This design comes from an exercise in tuning for small area and a short achievable clock period on the open sky130 flow, not from production work.
RTL that was checked went through simulation tests only; none was proved equivalent to the original.
No activity file was given, so power comes from the tool's default toggle rates.

==> flow/design.v <==
`timescale 1ns / 1ps
module matriscarpici #(parameter M=8)(
    input clk,
    input rst,
    input [M-1:0] matris_veri,
    input matris_gecerli,
    output reg [2*M+1:0] carpim_veri,
    output reg carpim_gecerli
    );
    reg [4:0] n;           
    reg [1:0] k;           
    reg [M-1:0] d_r;       
    reg [3:0] i_r;         
    reg t_r;               
    reg [M+3:0] p0l, p0h, p1l, p1h;  
    reg pv;                
    reg pf;                
    reg [M-1:0] s [0:7];   
    reg [2*M+1:0] f0, g0, f1, g1;  
    wire take = matris_gecerli && !n[4];
    wire shift_a = t_r && (!i_r[3] || i_r[0]);
    wire [2*M+1:0] sum0 = (pf ? {(2*M+2){1'b0}} : f0) + p0l + {p0h, 4'd0};
    wire [2*M+1:0] sum1 = (pf ? {(2*M+2){1'b0}} : f1) + p1l + {p1h, 4'd0};
    wire [2*M+1:0] g0_d = pv ? sum0 : g0;
    integer j;
    always @(posedge clk) begin
        d_r <= matris_veri;
        i_r <= n[3:0];
        t_r <= take && !rst;
        if (shift_a) begin
            for (j = 0; j < 7; j = j + 1)
                s[j] <= s[j+1];
            s[7] <= d_r;
        end
        p0l <= s[0] * d_r[3:0];
        p0h <= s[0] * d_r[7:4];
        p1l <= s[4] * d_r[3:0];
        p1h <= s[4] * d_r[7:4];
        pv <= t_r && i_r[3];
        pf <= (i_r[2:1] == 2'd0);
        if (pv) begin
            f0 <= g0;
            f1 <= g1;
            g1 <= sum1;
        end
        g0 <= g0_d;
        if (rst) begin
            n <= 0;
            k <= 0;
            carpim_veri <= 0;
            carpim_gecerli <= 0;
        end else if (n[4]) begin
            k <= k + 1;
            if (k == 2'd3)
                n <= 0;
            carpim_gecerli <= 1;
            carpim_veri <= k[1] ? (k[0] ? g1 : f1) : g0_d;
        end else begin
            if (take)
                n <= n + 1;
            carpim_veri <= 0;
            carpim_gecerli <= 0;
        end
    end
endmodule
export LEC_CHECK = 0
export CAP_MARGIN = 20
export CORE_MARGIN = 2
export CORE_UTILIZATION = 40
export SETUP_SLACK_MARGIN = 5
export SLEW_MARGIN = 20
create_clock -name core_clock -period 9.5 [get_ports {clk}]
standard.sh (not shown) runs the stock make flow with config.mk's settings and CLKGATE_MAP_FILE= SYNTH_SCRIPT=/design/flow/synth_recipe.tcl, a recipe that flattens the netlist after the stock synthesis.
==> flow/flow/run.sh <==
#!/bin/bash
# Standard layout with extra ORFS make settings from flow/make_args.txt
# (repair-timing margin and similar); the full make output goes to standard.log.
args=$(cat flow/make_args.txt)
bash standard.sh $args finish > standard.log 2>&1
==> flow/flow/make_args.txt <==
SETUP_SLACK_MARGIN=6.5
The starting point went through all stages and came out clean.
Next try:
==> flow/design.v (replaced) <==
`timescale 1ns / 1ps
module matriscarpici #(parameter M=8)(
    input clk,
    input rst,
    input [M-1:0] matris_veri,
    input matris_gecerli,
    output reg [2*M+1:0] carpim_veri,
    output reg carpim_gecerli
    );
    reg [4:0] n;           
    reg [1:0] k;           
    reg [M-1:0] d0_r, d1_r;  
    reg [3:0] i_r;         
    reg t_r;               
    reg [M+3:0] p0l, p0h, p1l, p1h;  
    reg pv;                
    reg [M-1:0] s [0:7];   
    reg [2*M+1:0] f0, g0, f1, g1;  
    wire take = matris_gecerli && !n[4];
    wire shift_a = t_r && (!i_r[3] || i_r[0]);
    wire clr = !n[4] && !n[3];
    wire [2*M+1:0] sum0 = f0 + p0l + {p0h, 4'd0};
    wire [2*M+1:0] sum1 = f1 + p1l + {p1h, 4'd0};
    wire out_sum = !rst && n[4] && !k[1] && pv;
    wire [2*M+1:0] out_held = (rst || !n[4]) ? {(2*M+2){1'b0}} :
                              k[1] ? (k[0] ? g1 : f1) : g0;
    integer j;
    always @(posedge clk) begin
        d0_r <= matris_veri;
        d1_r <= matris_veri;
        i_r <= n[3:0];
        t_r <= take && !rst;
        if (shift_a) begin
            for (j = 0; j < 7; j = j + 1)
                s[j] <= s[j+1];
            s[7] <= d0_r;
        end
        p0l <= s[0] * d0_r[3:0];
        p0h <= s[0] * d0_r[7:4];
        p1l <= s[4] * d1_r[3:0];
        p1h <= s[4] * d1_r[7:4];
        pv <= t_r && i_r[3];
        if (clr) begin
            f0 <= 0;
            g0 <= 0;
            f1 <= 0;
            g1 <= 0;
        end else if (pv) begin
            f0 <= g0;
            g0 <= sum0;
            f1 <= g1;
            g1 <= sum1;
        end
        carpim_veri <= out_sum ? sum0 : out_held;
        carpim_gecerli <= !rst && n[4];
        if (rst) begin
            n <= 0;
            k <= 0;
        end else if (n[4]) begin
            k <= k + 1;
            if (k == 2'd3)
                n <= 0;
        end else if (take) begin
            n <= n + 1;
        end
    end
endmodule
Cell area went down by 3.3%.
Worst setup slack improves by 0.018 ns.
Sequential power went down by about 7%.
Final cell count went up by 5.5%.
Total power went down by about 13%.
No functional check of the RTL was part of any run of this note.

== v36 ==
matriscarpici, a different RTL version from the one above (not shown whole).
Size in the first run: roughly 1400 cells after synthesis, roughly 230 flip-flops, roughly 30 I/O pins, ~12000 sq um of cells after synthesis.
==> module matriscarpici, before the edit <==
module matriscarpici #(parameter M=8)(
    input clk,
    input rst,
    input [M-1:0] matris_veri,
    input matris_gecerli,
    output reg [2*M+1:0] carpim_veri,
    output reg carpim_gecerli
    );
    reg [4:0] n;           
    reg [1:0] k;           
    reg [M-1:0] d_r;       
    reg [M+1:0] t_r3;      
    reg t_r;               
    reg [M+3:0] p0l, p0h, p1l, p1h;  
    reg pv;                
    reg [M-1:0] s [0:7];   
    reg [2*M+1:0] f0, g0, f1, g1;  
    wire take = matris_gecerli && !n[4];
    wire a_r = t_r && (n[4:3] == 2'b00 || n == 5'd8);   
    wire b_r = t_r && !a_r;                              
    wire shift_a = a_r || (b_r && !n[0]);                
    wire clr = !n[4] && !n[3];
    wire [M+1:0] r0 [0:3];
    wire [M+1:0] r1 [0:3];
    genvar q;
    generate
        for (q = 0; q < 4; q = q + 1) begin : rows
            wire [1:0] a0 = s[0][2*q+1:2*q];
            wire [1:0] a1 = s[4][2*q+1:2*q];
            assign r0[q] = a0[1] ? (a0[0] ? t_r3 : {1'b0, d_r, 1'b0}) : (a0[0] ? {2'b00, d_r} : {(M+2){1'b0}});
            assign r1[q] = a1[1] ? (a1[0] ? t_r3 : {1'b0, d_r, 1'b0}) : (a1[0] ? {2'b00, d_r} : {(M+2){1'b0}});
        end
    endgenerate
    wire [2*M+1:0] sum0 = f0 + p0l + {p0h, 4'd0};
    wire [2*M+1:0] sum1 = f1 + p1l + {p1h, 4'd0};
    wire out_sum = !rst && n[4] && !k[1] && pv;
    wire [2*M+1:0] out_held = (rst || !n[4]) ? {(2*M+2){1'b0}} :
                              k[1] ? f1 : g0;
    integer j;
    always @(posedge clk) begin
        d_r <= matris_veri;
        t_r3 <= {2'b00, matris_veri} + {1'b0, matris_veri, 1'b0};
        t_r <= take && !rst;
        if (shift_a) begin
            for (j = 0; j < 7; j = j + 1)
                s[j] <= s[j+1];
            s[7] <= d_r;
        end
        p0l <= r0[0] + {r0[1], 2'b00};
        p0h <= r0[2] + {r0[3], 2'b00};
        p1l <= r1[0] + {r1[1], 2'b00};
        p1h <= r1[2] + {r1[3], 2'b00};
        pv <= b_r;
        if (clr || pv) begin
            f0 <= g0;
            f1 <= g1;
        end else if (n[4] && k == 2'd2) begin
            f1 <= g1;            
        end
        if (clr) begin
            g0 <= 0;
            g1 <= 0;
        end else if (pv) begin
            g0 <= sum0;
            g1 <= sum1;
        end
        carpim_veri <= out_sum ? sum0 : out_held;
        carpim_gecerli <= !rst && n[4];
        if (rst) begin
            n <= 0;
            k <= 0;
        end else if (n[4]) begin
            k <= k + 1;
            if (k == 2'd3)
                n <= 0;
        end else if (take) begin
            n <= n + 1;
        end
    end
endmodule
export LEC_CHECK = 0
export ABC_AREA = 1
export CAP_MARGIN = 20
export CORE_MARGIN = 2
export CORE_UTILIZATION = 65
export CTS_CLUSTER_DIAMETER = 150
export CTS_CLUSTER_SIZE = 30
export SETUP_SLACK_MARGIN = 5
export SLEW_MARGIN = 20
create_clock -name core_clock -period 9.5 [get_ports {clk}]
==> flow/flow/make_args.txt <==
SETUP_SLACK_MARGIN=6.7
Scripts as last shown in full above: flow/flow/run.sh
Relative to v36, the following input files were edited for v19:
diff --git a/flow/design.v b/flow/design.v
--- a/flow/design.v
+++ b/flow/design.v
@@ -8,7 +8,6 @@
     output reg carpim_gecerli
     );
     reg [4:0] n;           
-    reg [1:0] k;           
     reg [M-1:0] d_r;       
     reg [M+1:0] t_r3;      
     reg t_r;               
@@ -34,9 +33,9 @@
     endgenerate
     wire [2*M+1:0] sum0 = f0 + p0l + {p0h, 4'd0};
     wire [2*M+1:0] sum1 = f1 + p1l + {p1h, 4'd0};
-    wire out_sum = !rst && n[4] && !k[1] && pv;
+    wire out_sum = !rst && n[4] && !n[1] && pv;
     wire [2*M+1:0] out_held = (rst || !n[4]) ? {(2*M+2){1'b0}} :
-                              k[1] ? f1 : g0;
+                              n[1] ? f1 : g0;
     integer j;
     always @(posedge clk) begin
         d_r <= matris_veri;
@@ -55,7 +54,7 @@
         if (clr || pv) begin
             f0 <= g0;
             f1 <= g1;
-        end else if (n[4] && k == 2'd2) begin
+        end else if (n[4] && n[1:0] == 2'd2) begin
             f1 <= g1;            
         end
         if (clr) begin
@@ -67,15 +66,9 @@
         end
         carpim_veri <= out_sum ? sum0 : out_held;
         carpim_gecerli <= !rst && n[4];
-        if (rst) begin
+        if (rst || n == 5'd19)
             n <= 0;
-            k <= 0;
-        end else if (n[4]) begin
-            k <= k + 1;
-            if (k == 2'd3)
-                n <= 0;
-        end else if (take) begin
+        else if (n[4] || take)
             n <= n + 1;
-        end
     end
 endmodule
### Flow results
- Setup slack: v19 more than v36
- v36 → v19: number of enable flip-flop cells after synthesis saw little to no change; maximum frequency saw an increase.
- Share of power burned in combinational logic: v19 vs v36 down 0.5 points
- Die outline area went down slightly going from v36 to v19.
- In the tables for v19 and v36, wire length per cell after detailed routing reads lower with v19.
- Count of sequential standard cells (higher): v36
- Against v36, count of buffers not belonging to the clock network in the layout in v19 fell by more than 10%.

re-timing with driven ports:
How much do the figures lean on ideal ports? The routed layouts below were timed once more, with nothing changed but the port constraints.
Step 1 assumes that a clkbuf_16 drives the clock port and a buf_2 every other input.
Step 2 times the ports against the registers' clock, not the clock port: input delays grow and output delays shrink by t, the midpoint of the rising clock arrivals with the driver on.
Three values: ideal, step 1, step 2; two values: the first two.
| run | t (ns) | setup slack, ns | worst data-port slew with drivers (ns) |
|---|---|---|---|
| the first run of note 1 | 0.575 | 6.135 / 6.135 / 6.064 | 0.03 |
| the second run of note 1 | 0.568 | 6.153 / 6.153 / 6.153 | 0.03 |
| v36 | 0.518 | 6.634 / 6.586 / 6.240 | 0.04 |
| v19 | 0.512 | 6.647 / 6.602 / 6.301 | 0.03 |
After both steps every run listed still meets setup and hold. For v36, which loses most, drivers alone change the setup slack by -0.048 ns; drivers and shift together by -0.394 ns.
